Source: an optimization exercise on an open RTL-to-GDS flow (aim: small area). Production flows keep margins and buffers that such runs may drop. Where RTL was checked, it was by simulation tests only, not by an equivalence proof against the original. The flow treats the clock pin as an ideal source. Dropping or thinning the clock tree relies on that and would not hold on a real chip. Power figures rest on the tool's default switching activity, not on a simulated workload.

job 5184:
## top_bcd
module top_bcd(
    input clk, rst, button,
    output [6:0] seg,
    output [3:0] an
);
    wire [15:0] d;
    wire down;
    bcd BC1(.clk(clk), .reset(rst), .button(button), .d(d), .down(down));
    reg [7:0] r;
    reg [1:0] scan;
    wire z = ~(r[1] | r[2] | r[3] | r[5] | r[6]);
    wire fb = r[7] ^ (r[0] | r[4] | z);
    wire wrap = r[7] & ~r[0] & ~r[4] & z;    
    always @(posedge clk or posedge rst)
        if (rst) begin
            r <= 8'd0;
            scan <= 2'd0;
        end else begin
            r <= {r[6:0], fb};
            scan[0] <= scan[0] ^ wrap;
            scan[1] <= scan[1] ^ (wrap & scan[0]);
        end
    assign an[0] = ~(~scan[1] & ~scan[0]);
    assign an[1] = ~(~scan[1] &  scan[0]);
    assign an[2] = ~( scan[1] & ~scan[0]);
    assign an[3] = ~( scan[1] &  scan[0]);
    wire [3:0] v = (d[3:0] | {4{an[0]}}) & (d[7:4] | {4{an[1]}})
                 & (d[11:8] | {4{an[2]}}) & (d[15:12] | {4{an[3]}});
    wire [3:0] x;
    assign x[0] = v[0] ^ down;
    assign x[1] = v[1] ^ (down & v[3] & v[2]);
    assign x[2] = down ? (v[2] ^ v[1]) & ~v[3] : v[2];
    assign x[3] = down ? ~(v[3] | v[2] | v[1]) : v[3];
    reg [6:0] s;
    always @(*)
        case (x)
            4'd1: s = 7'b1111001;
            4'd2: s = 7'b0100100;
            4'd3: s = 7'b0110000;
            4'd4: s = 7'b0011001;
            4'd5: s = 7'b0010010;
            4'd6: s = 7'b0000010;
            4'd7: s = 7'b1111000;
            4'd8: s = 7'b0000000;
            4'd9: s = 7'b0010000;
            4'd0: s = 7'b1000000;
            default: s = 7'bx;
        endcase
    assign seg = s;
endmodule
==> module bcd_digit, before the edit <==
module bcd_digit(
    input clk, reset,
    input e,                 
    output reg [3:0] d,
    output nine
);
    wire a = e & d[0];
    assign nine = d[3] & d[0];    
    always @(posedge clk or posedge reset)
        if (reset) d <= 4'd9;
        else begin
            d[0] <= d[0] ^ e;
            d[1] <= d[1] ^ (a & ~d[3]);
            d[2] <= d[2] ^ (a & d[1]);
            d[3] <= a ? (~d[3] & d[1] & d[2]) : d[3];
        end
endmodule
==> module bcd, before the edit <==
module bcd(
    input wire clk,
    input wire reset,
    input wire button,
    output wire [15:0] d,
    output wire down
);
    reg [3:0] t;
    assign down = t[3] & t[2];
    wire n0, n1, n2;
    wire units8 = d[3] & ~d[0];   
    wire to9999 = units8 & n1 & n2 & t[3] & t[0];   
    wire tick_1;
    counter tick_gen(.clk(clk), .rst(reset),
                     .freeze(tick_1 & ~down & (button | to9999)),
                     .tick_1(tick_1));
    wire inc = tick_1 & (down | ~button);
    wire e1 = inc & n0;
    wire e2 = e1 & n1;
    wire e3 = e2 & n2;
    bcd_digit u0(.clk(clk), .reset(reset), .e(inc), .d(d[3:0]),  .nine(n0));
    bcd_digit u1(.clk(clk), .reset(reset), .e(e1),  .d(d[7:4]),  .nine(n1));
    bcd_digit u2(.clk(clk), .reset(reset), .e(e2),  .d(d[11:8]), .nine(n2));
    assign d[15:12] = t;
    always @(posedge clk or posedge reset)
        if (reset) t <= 4'b1100;
        else if (e3) t <= t + 4'd1;
endmodule
clock: 100.0 ns
lec_check: 0
cap_margin: 20
core_margin: 2
core_utilization: 40
slew_margin: 20
standard.sh (not shown) runs the stock make flow with config.mk's settings and CLKGATE_MAP_FILE= SYNTH_SCRIPT=/design/flow/synth_recipe.tcl, a recipe that flattens the netlist after the stock synthesis.
==> flow/flow/run.sh <==
#!/bin/bash
# Own layout flow: the standard ORFS flow (standard.sh) with these changes
#  - ABC maps the logic with each of a few area-oriented scripts
#    (flow/abc_scripts.txt) and the smallest result is kept (flow/abc_pick.tcl); the
#    rest of the synthesis, and so every register, is the standard flow's own
#  - input and output ports are buffered with buf_1
#  - the clock tree is a few clock buffers fed straight from the clock port,
#    each driving a cluster of registers (flow/kbuf.tcl, flow/pre_cts.tcl)
# settings come from flow/settings.sh. Each tool's output goes to standard.log
# in this folder; ORFS's own per-step logs are under orfs/logs.
set -uo pipefail
W=$PWD
F=$W/flow
export MY_FLOW_DIR=$F
MY_CLK_OPTIONS="clkbuf_8:2 clkbuf_8:3 clkbuf_8:4"
MY_CLK_SLEW=0.110
EXTRA=()
[ -f $F/settings.sh ] && source $F/settings.sh
export MY_CLK_OPTIONS MY_CLK_SLEW
{
  echo "source $F/abc_pick.tcl"
  cat $W/synth_recipe.tcl
} > $W/my_synth.tcl
bash $W/standard.sh SYNTH_SCRIPT=$W/my_synth.tcl \
  "BUFFER_PORTS_ARGS=-buffer_cell sky130_fd_sc_hd__buf_1" \
  PRE_CTS_TCL=$F/pre_cts.tcl "${EXTRA[@]}" finish > $W/standard.log 2>&1
Other scripts of this flow, unchanged in this note and not shown: flow/flow/abc_pick.tcl, flow/flow/abc_scripts.txt, flow/flow/kbuf.tcl, flow/flow/pre_cts.tcl, flow/flow/settings.sh
Job 5184 closes out successfully: all stages finished, all timing, DRC and antenna checks passed.
Input changes introduced in job 9098 (baseline for comparison: job 5184):
==> flow/design.v, changed modules only <==
module bcd_digit(
    input clk, reset,
    input e,                 
    output [3:0] d,
    output nine
);
    reg [3:0] q;
    assign d = q ^ 4'b1001;
    wire a = e & d[0];
    assign nine = d[3] & d[0];    
    always @(posedge clk or posedge reset)
        if (reset) q <= 4'b0000;
        else begin
            q[0] <= q[0] ^ e;
            q[1] <= q[1] ^ (a & ~d[3]);
            q[2] <= q[2] ^ (a & d[1]);
            q[3] <= a ? ~(~d[3] & d[1] & d[2]) : q[3];
        end
endmodule
module bcd(
    input wire clk,
    input wire reset,
    input wire button,
    output wire [15:0] d,
    output wire down
);
    reg [3:0] tq;
    wire [3:0] t = tq ^ 4'b1100;
    assign down = t[3] & t[2];
    wire tick_1;
    counter tick_gen(.clk(clk), .rst(reset), .freeze(tick_1 & ~down & button),
                     .tick_1(tick_1));
    wire n0, n1, n2;
    wire all9 = n0 & n1 & n2 & t[3] & t[0];
    wire inc = tick_1 & (down | (~button & ~all9));
    wire e1 = inc & n0;
    wire e2 = e1 & n1;
    wire e3 = e2 & n2;
    bcd_digit u0(.clk(clk), .reset(reset), .e(inc), .d(d[3:0]),  .nine(n0));
    bcd_digit u1(.clk(clk), .reset(reset), .e(e1),  .d(d[7:4]),  .nine(n1));
    bcd_digit u2(.clk(clk), .reset(reset), .e(e2),  .d(d[11:8]), .nine(n2));
    assign d[15:12] = t;
    always @(posedge clk or posedge reset)
        if (reset) tq <= 4'b0000;
        else if (e3) tq <= (t + 4'd1) ^ 4'b1100;
endmodule
--- outcome ---
Between job 5184 and job 9098, the difference in starting utilization of the core area is negligible.
Between job 5184 and job 9098, the difference in synthesis-to-finish area growth is negligible.
Job 5184 vs job 9098, worst setup path endpoint: seg[6] vs seg[3]
Going from job 5184 to job 9098, overall routed net length shrinks by 6.0%.
The combinational share of power of job 9098 falls short of that of job 5184 by 26 points.
Per the comparison of job 9098 with job 5184, hold slack flat, total nets after synthesis down 1.
No run of this note included a check of the RTL's function; only the layout flow was run. No run of this note takes its clock network from TritonCTS; it comes from the design's own scripts or RTL.

* * *

top_bcd, a different RTL version from the one above (not shown whole).
Size in the first run: ~130 cells after synthesis, about 33 flip-flops, roughly 14 I/O pins, about 1400 µm² of cells after synthesis.
==> module bcd, before the edit <==
module bcd(
    input wire clk,
    input wire reset,
    input wire button,
    output wire [15:0] d,
    output wire down
);
    reg [3:0] t;
    assign down = t[3] & (t[2] | t[1]);
    wire n0, n1, n2;
    wire units8 = d[3] & ~d[0];   
    wire to9999 = units8 & n1 & n2 & t[3] & t[0];   
    wire tick_1;
    counter tick_gen(.clk(clk), .rst(reset),
                     .freeze(tick_1 & ~down & (button | to9999)),
                     .tick_1(tick_1));
    wire inc = tick_1 & (down | ~button);
    wire e1 = inc & n0;
    wire e2 = e1 & n1;
    wire e3 = e2 & n2;
    bcd_digit u0(.clk(clk), .reset(reset), .e(inc), .d(d[3:0]),  .nine(n0));
    bcd_digit u1(.clk(clk), .reset(reset), .e(e1),  .d(d[7:4]),  .nine(n1));
    bcd_digit u2(.clk(clk), .reset(reset), .e(e2),  .d(d[11:8]), .nine(n2));
    assign d[15:12] = t;
    wire t1 = t[0] & ~(t[3] & t[2]);
    wire t2 = t[0] & (t[1] | t[3]);
    wire t3 = t2 & t[2];
    always @(posedge clk or posedge reset)
        if (reset) t <= 4'b1010;
        else t <= t ^ ({t3, t2, t1, 1'b1} & {4{e3}});
endmodule
==> module top_bcd, before the edit <==
module top_bcd(
    input clk, rst, button,
    output [6:0] seg,
    output [3:0] an
);
    wire [15:0] d;
    wire down;
    bcd BC1(.clk(clk), .reset(rst), .button(button), .d(d), .down(down));
    reg [7:0] r;
    reg [1:0] scan;
    wire z = ~(r[1] | r[2] | r[3] | r[5] | r[6]);
    wire fb = r[7] ^ (r[0] | r[4] | z);
    wire wrap = r[7] & ~r[0] & ~r[4] & z;    
    always @(posedge clk or posedge rst)
        if (rst) begin
            r <= 8'd0;
            scan <= 2'd0;
        end else begin
            r <= {r[6:0], fb};
            scan[0] <= scan[0] ^ wrap;
            scan[1] <= scan[1] ^ (wrap & scan[0]);
        end
    assign an[0] = ~(~scan[1] & ~scan[0]);
    assign an[1] = ~(~scan[1] &  scan[0]);
    assign an[2] = ~( scan[1] & ~scan[0]);
    assign an[3] = ~( scan[1] &  scan[0]);
    wire [3:0] v = (d[3:0] | {4{an[0]}}) & (d[7:4] | {4{an[1]}})
                 & (d[11:8] | {4{an[2]}}) & (d[15:12] | {4{an[3]}});
    wire [2:0] x;
    assign x[0] = v[0] ^ down;
    assign x[1] = v[1];
    assign x[2] = down ? (v[2] ^ v[1]) & ~v[3] : v[2];
    wire n32 = down ? (v[3] | (v[2] & v[1])) : ~(v[3] | v[2]);
    assign seg[0] = ~x[1] & ((x[2] & ~x[0]) | (n32 & x[0]));            
    assign seg[1] = x[2] & (x[1] ^ x[0]);                                  
    assign seg[2] = ~x[2] & x[1] & ~x[0];                                  
    assign seg[3] = (x[2] & ~(x[1] ^ x[0])) | (n32 & ~x[1] & x[0]);       
    assign seg[4] = x[0] | (x[2] & ~x[1]);                                 
    assign seg[5] = (x[1] & x[0]) | (n32 & (x[1] | x[0]));                
    assign seg[6] = (n32 & ~x[1]) | (x[2] & x[1] & x[0]);                 
endmodule
==> flow/config.mk <==
export PLATFORM = sky130hd
export DESIGN_NAME = top_bcd
export DESIGN_NICKNAME = top_bcd
export VERILOG_FILES = /design/flow/design.v
export SDC_FILE = /design/flow/constraint.sdc
export NUM_CORES = 4
export LEC_CHECK = 0
export CAP_MARGIN = 20
export CORE_MARGIN = 2
export CORE_UTILIZATION = 40
export SLEW_MARGIN = 20
==> flow/constraint.sdc <==
create_clock -name core_clock -period 100.0 [get_ports {clk}]
set_input_delay 20.0000 -clock core_clock [delete_from_list [all_inputs] [get_ports {clk}]]
set_output_delay 20.0000 -clock core_clock [all_outputs]
set_load 0.01 [all_outputs]
Scripts as last shown in full above: flow/flow/run.sh
Other scripts of this flow, unchanged in this note and not shown: flow/flow/abc_pick.tcl, flow/flow/abc_scripts.txt, flow/flow/kbuf.tcl, flow/flow/pre_cts.tcl, flow/flow/settings.sh
Rerun with:
--- a/flow/design.v
+++ b/flow/design.v
@@ -34,33 +34,29 @@
     input wire button,
     output wire [15:0] d,
     output wire down
 );
     reg [3:0] t;
     assign down = t[3] & (t[2] | t[1]);
+    wire tick_1;
+    counter tick_gen(.clk(clk), .rst(reset), .freeze(tick_1 & ~down & button),
+                     .tick_1(tick_1));
     wire n0, n1, n2;
-    wire units8 = d[3] & ~d[0];   
-    wire to9999 = units8 & n1 & n2 & t[3] & t[0];   
-    wire tick_1;
-    counter tick_gen(.clk(clk), .rst(reset),
-                     .freeze(tick_1 & ~down & (button | to9999)),
-                     .tick_1(tick_1));
-    wire inc = tick_1 & (down | ~button);
+    wire all9 = n0 & n1 & n2 & t[3] & t[0];
+    wire inc = tick_1 & (down | (~button & ~all9));
     wire e1 = inc & n0;
     wire e2 = e1 & n1;
     wire e3 = e2 & n2;
     bcd_digit u0(.clk(clk), .reset(reset), .e(inc), .d(d[3:0]),  .nine(n0));
     bcd_digit u1(.clk(clk), .reset(reset), .e(e1),  .d(d[7:4]),  .nine(n1));
     bcd_digit u2(.clk(clk), .reset(reset), .e(e2),  .d(d[11:8]), .nine(n2));
     assign d[15:12] = t;
-    wire t1 = t[0] & ~(t[3] & t[2]);
-    wire t2 = t[0] & (t[1] | t[3]);
-    wire t3 = t2 & t[2];
+    wire k9 = t[3] & t[2] & t[0];
     always @(posedge clk or posedge reset)
         if (reset) t <= 4'b1010;
-        else t <= t ^ ({t3, t2, t1, 1'b1} & {4{e3}});
+        else if (e3) t <= k9 ? 4'd0 : t + 4'd1;
 endmodule
 module top_bcd(
     input clk, rst, button,
     output [6:0] seg,
     output [3:0] an
 );
@@ -84,19 +80,28 @@
     assign an[0] = ~(~scan[1] & ~scan[0]);
     assign an[1] = ~(~scan[1] &  scan[0]);
     assign an[2] = ~( scan[1] & ~scan[0]);
     assign an[3] = ~( scan[1] &  scan[0]);
     wire [3:0] v = (d[3:0] | {4{an[0]}}) & (d[7:4] | {4{an[1]}})
                  & (d[11:8] | {4{an[2]}}) & (d[15:12] | {4{an[3]}});
-    wire [2:0] x;
+    wire [3:0] x;
     assign x[0] = v[0] ^ down;
     assign x[1] = v[1];
     assign x[2] = down ? (v[2] ^ v[1]) & ~v[3] : v[2];
-    wire n32 = down ? (v[3] | (v[2] & v[1])) : ~(v[3] | v[2]);
-    assign seg[0] = ~x[1] & ((x[2] & ~x[0]) | (n32 & x[0]));            
-    assign seg[1] = x[2] & (x[1] ^ x[0]);                                  
-    assign seg[2] = ~x[2] & x[1] & ~x[0];                                  
-    assign seg[3] = (x[2] & ~(x[1] ^ x[0])) | (n32 & ~x[1] & x[0]);       
-    assign seg[4] = x[0] | (x[2] & ~x[1]);                                 
-    assign seg[5] = (x[1] & x[0]) | (n32 & (x[1] | x[0]));                
-    assign seg[6] = (n32 & ~x[1]) | (x[2] & x[1] & x[0]);                 
+    assign x[3] = down ? ~(v[3] | v[2] | v[1]) : v[3];
+    reg [6:0] s;
+    always @(*)
+        case (x)
+            4'd1: s = 7'b1111001;
+            4'd2: s = 7'b0100100;
+            4'd3: s = 7'b0110000;
+            4'd4: s = 7'b0011001;
+            4'd5: s = 7'b0010010;
+            4'd6: s = 7'b0000010;
+            4'd7: s = 7'b1111000;
+            4'd8: s = 7'b0000000;
+            4'd9: s = 7'b0010000;
+            4'd0: s = 7'b1000000;
+            default: s = 7'bx;
+        endcase
+    assign seg = s;
 endmodule
Outcome:
- The new run finished with timing, DRC and antenna clean
- synthesized cell count rose by a few percent
- global-route usage came out lower by 0.27 points
- power rises by roughly a tenth
- design area is higher by a few percent
- via count rises by a few percent
No functional check of the RTL was part of any run of this note. No run of this note takes its clock network from TritonCTS; it comes from the design's own scripts or RTL.

* * *

The RTL this note starts from:
==> flow/design.v <==
module counter(
    input clk, rst,
    input freeze,
    output tick_1
);
    reg [6:0] s;
    assign tick_1 = ~s[6] & s[5] & s[4] & s[3] & s[2] & s[1] & s[0];
    wire jump = s[6] & ~s[5] & s[3] & ~s[2] & ~s[1] & s[0];
    wire fb = (~(s[6] ^ s[3]) ^ jump) | freeze;
    always @(posedge clk or posedge rst)
        if (rst) s <= 7'b0010011;
        else     s <= {s[5:0], fb};
endmodule
module bcd_digit(
    input clk, reset,
    input e,                 
    output reg [3:0] d,
    output nine
);
    wire a = e & d[0];
    assign nine = d[3] & d[0];    
    always @(posedge clk or posedge reset)
        if (reset) d <= 4'd9;
        else begin
            d[0] <= d[0] ^ e;
            d[1] <= d[1] ^ (a & ~d[3]);
            d[2] <= d[2] ^ (a & d[1]);
            d[3] <= a ? (~d[3] & d[1] & d[2]) : d[3];
        end
endmodule
module bcd(
    input wire clk,
    input wire reset,
    input wire button,
    output wire [15:0] d,
    output wire down
);
    reg [3:0] t;
    assign down = t[3] & (t[2] | t[1]);
    wire tick_1;
    counter tick_gen(.clk(clk), .rst(reset), .freeze(tick_1 & ~down & button),
                     .tick_1(tick_1));
    wire n0, n1, n2;
    wire all9 = n0 & n1 & n2 & t[3] & t[0];
    wire inc = tick_1 & (down | (~button & ~all9));
    wire e1 = inc & n0;
    wire e2 = e1 & n1;
    wire e3 = e2 & n2;
    bcd_digit u0(.clk(clk), .reset(reset), .e(inc), .d(d[3:0]),  .nine(n0));
    bcd_digit u1(.clk(clk), .reset(reset), .e(e1),  .d(d[7:4]),  .nine(n1));
    bcd_digit u2(.clk(clk), .reset(reset), .e(e2),  .d(d[11:8]), .nine(n2));
    assign d[15:12] = t;
    wire k9 = t[3] & t[2] & t[0];
    always @(posedge clk or posedge reset)
        if (reset) t <= 4'b1010;
        else if (e3) t <= k9 ? 4'd0 : t + 4'd1;
endmodule
module top_bcd(
    input clk, rst, button,
    output [6:0] seg,
    output [3:0] an
);
    wire [15:0] d;
    wire down;
    bcd BC1(.clk(clk), .reset(rst), .button(button), .d(d), .down(down));
    reg [7:0] r;
    reg [1:0] scan;
    wire z = ~(r[1] | r[2] | r[3] | r[5] | r[6]);
    wire fb = r[7] ^ (r[0] | r[4] | z);
    wire wrap = r[7] & ~r[0] & ~r[4] & z;    
    always @(posedge clk or posedge rst)
        if (rst) begin
            r <= 8'd0;
            scan <= 2'd0;
        end else begin
            r <= {r[6:0], fb};
            scan[0] <= scan[0] ^ wrap;
            scan[1] <= scan[1] ^ (wrap & scan[0]);
        end
    assign an[0] = ~(~scan[1] & ~scan[0]);
    assign an[1] = ~(~scan[1] &  scan[0]);
    assign an[2] = ~( scan[1] & ~scan[0]);
    assign an[3] = ~( scan[1] &  scan[0]);
    wire [3:0] v = (d[3:0] | {4{an[0]}}) & (d[7:4] | {4{an[1]}})
                 & (d[11:8] | {4{an[2]}}) & (d[15:12] | {4{an[3]}});
    wire [3:0] x;
    assign x[0] = v[0] ^ down;
    assign x[1] = v[1];
    assign x[2] = down ? (v[2] ^ v[1]) & ~v[3] : v[2];
    assign x[3] = down ? ~(v[3] | v[2] | v[1]) : v[3];
    reg [6:0] s;
    always @(*)
        case (x)
            4'd1: s = 7'b1111001;
            4'd2: s = 7'b0100100;
            4'd3: s = 7'b0110000;
            4'd4: s = 7'b0011001;
            4'd5: s = 7'b0010010;
            4'd6: s = 7'b0000010;
            4'd7: s = 7'b1111000;
            4'd8: s = 7'b0000000;
            4'd9: s = 7'b0010000;
            4'd0: s = 7'b1000000;
            default: s = 7'bx;
        endcase
    assign seg = s;
endmodule
clock: 100.0 ns
lec_check: 0
cap_margin: 20
core_margin: 2
core_utilization: 40
slew_margin: 20
==> flow/flow/run.sh <==
#!/bin/bash
# Own layout flow: the standard ORFS flow (standard.sh) with these changes
#  - ABC maps the logic with each of a few area-oriented scripts
#    (flow/abc*.abc) and the smallest result is kept (flow/abc_pick.tcl); the
#    rest of the synthesis, and so every register, is the standard flow's own
#  - input and output ports are buffered with buf_1
#  - the clock tree is a few clock buffers fed straight from the clock port,
#    each driving a cluster of registers (flow/kbuf.tcl, flow/pre_cts.tcl)
# settings come from flow/settings.sh. Each tool's output goes to standard.log
# in this folder; ORFS's own per-step logs are under orfs/logs.
set -uo pipefail
W=$PWD
F=$W/flow
export MY_FLOW_DIR=$F
MY_CLKBUF=sky130_fd_sc_hd__clkbuf_8
MY_NCLKBUF=3
EXTRA=()
[ -f $F/settings.sh ] && source $F/settings.sh
export MY_CLKBUF MY_NCLKBUF
{
  echo "source $F/abc_pick.tcl"
  cat $W/synth_recipe.tcl
} > $W/my_synth.tcl
bash $W/standard.sh SYNTH_SCRIPT=$W/my_synth.tcl \
  "BUFFER_PORTS_ARGS=-buffer_cell sky130_fd_sc_hd__buf_1" \
  PRE_CTS_TCL=$F/pre_cts.tcl "${EXTRA[@]}" finish > $W/standard.log 2>&1
Other scripts of this flow, unchanged in this note and not shown: flow/flow/abc1.abc, flow/flow/abc2.abc, flow/flow/abc3.abc, flow/flow/abc4.abc, flow/flow/abc5.abc, flow/flow/abc_pick.tcl, flow/flow/kbuf.tcl, flow/flow/pre_cts.tcl, flow/flow/settings.sh
==> next run, changes <==
--- a/flow/design.v
+++ b/flow/design.v
@@ -1,15 +1,13 @@
 module counter(
     input clk, rst,
-    input freeze,
     output tick_1
 );
     reg [6:0] s;
-    assign tick_1 = ~s[6] & s[5] & s[4] & s[3] & s[2] & s[1] & s[0];
-    wire jump = s[6] & ~s[5] & s[3] & ~s[2] & ~s[1] & s[0];
-    wire fb = (~(s[6] ^ s[3]) ^ jump) | freeze;
+    assign tick_1 = s[6] & s[4] & s[3] & ~s[2] & ~s[1] & s[0];
+    wire fb = ~(s[6] ^ s[3]) ^ tick_1;
     always @(posedge clk or posedge rst)
-        if (rst) s <= 7'b0010011;
+        if (rst) s <= 7'b0011001;
         else     s <= {s[5:0], fb};
 endmodule
 module bcd_digit(
     input clk, reset,
@@ -34,16 +32,16 @@
     input wire button,
     output wire [15:0] d,
     output wire down
 );
+    wire tick_1;
+    counter tick_gen(.clk(clk), .rst(reset), .tick_1(tick_1));
     reg [3:0] t;
+    reg armed;
     assign down = t[3] & (t[2] | t[1]);
-    wire tick_1;
-    counter tick_gen(.clk(clk), .rst(reset), .freeze(tick_1 & ~down & button),
-                     .tick_1(tick_1));
     wire n0, n1, n2;
     wire all9 = n0 & n1 & n2 & t[3] & t[0];
-    wire inc = tick_1 & (down | (~button & ~all9));
+    wire inc = tick_1 & (down | (armed & ~button & ~all9));
     wire e1 = inc & n0;
     wire e2 = e1 & n1;
     wire e3 = e2 & n2;
     bcd_digit u0(.clk(clk), .reset(reset), .e(inc), .d(d[3:0]),  .nine(n0));
@@ -51,10 +49,15 @@
     bcd_digit u2(.clk(clk), .reset(reset), .e(e2),  .d(d[11:8]), .nine(n2));
     assign d[15:12] = t;
     wire k9 = t[3] & t[2] & t[0];
     always @(posedge clk or posedge reset)
-        if (reset) t <= 4'b1010;
-        else if (e3) t <= k9 ? 4'd0 : t + 4'd1;
+        if (reset) begin
+            t <= 4'b1010;
+            armed <= 1'b1;
+        end else begin
+            if (e3) t <= k9 ? 4'd0 : t + 4'd1;
+            if (tick_1 & ~down & button) armed <= 1'b0;
+        end
 endmodule
 module top_bcd(
     input clk, rst, button,
     output [6:0] seg,
=> The new run went through all stages and came out clean; utilization came out higher by 0.49 points; setup slack got worse by 300 ps; via count falls by 4.2%; synthesized area is higher by about 2%; final cell count came out lower by 0.50%; routed wire length went down by about 6%; worst hold slack gets worse by 22 ps; fmax decreases by about 1.3%; clock skew climbs by 5.6 ps; sequential cell count is higher by 1; design area rose by 1.8%; synthesized cell count falls by 0.72%; die area increases by 1.8%.
Function not checked in the second run of this note: the RTL went through the layout flow alone. In every run of this note, the design's own scripts or RTL, not TritonCTS, make the clock network.

==> static timing again, ports no longer ideal <==
Ports are ideal in the flow. The routed layouts listed here were re-timed in OpenROAD.
Step 1 assumes that a clkbuf_16 drives the clock port and a buf_2 every other input.
Step 2 also shifts input and output timing later by t, the mid clock arrival at the registers, as if the neighbouring blocks saw the same clock.
Three values: ideal, step 1, step 2; two values: the first two.
| run | t (ns) | setup WS [ns] | clock arrival spread, ns | pins driven straight from the clock port |
|---|---|---|---|---|
| job 5184 | 0.183 | 77.670 / 77.639 / 77.822 | 0.006 / 0.006 | 2 |
| job 9098 | 0.182 | 77.481 / 77.449 / 77.631 | 0.006 / 0.006 | 2 |
| the first run of note 2 | 0.190 | 77.590 / 77.556 / 77.745 | 0.008 / 0.007 | 2 |
| the second run of note 2 | 0.174 | 77.748 / 77.705 / 77.879 | 0.009 / 0.009 | 3 |
| the first run of note 3 | 0.179 | 77.637 / 77.591 / 77.771 | 0.016 / 0.017 | 3 |
| the second run of note 3 | 0.177 | 77.334 / 77.292 / 77.469 | 0.022 / 0.022 | 3 |
After both steps every run listed still meets setup and hold.
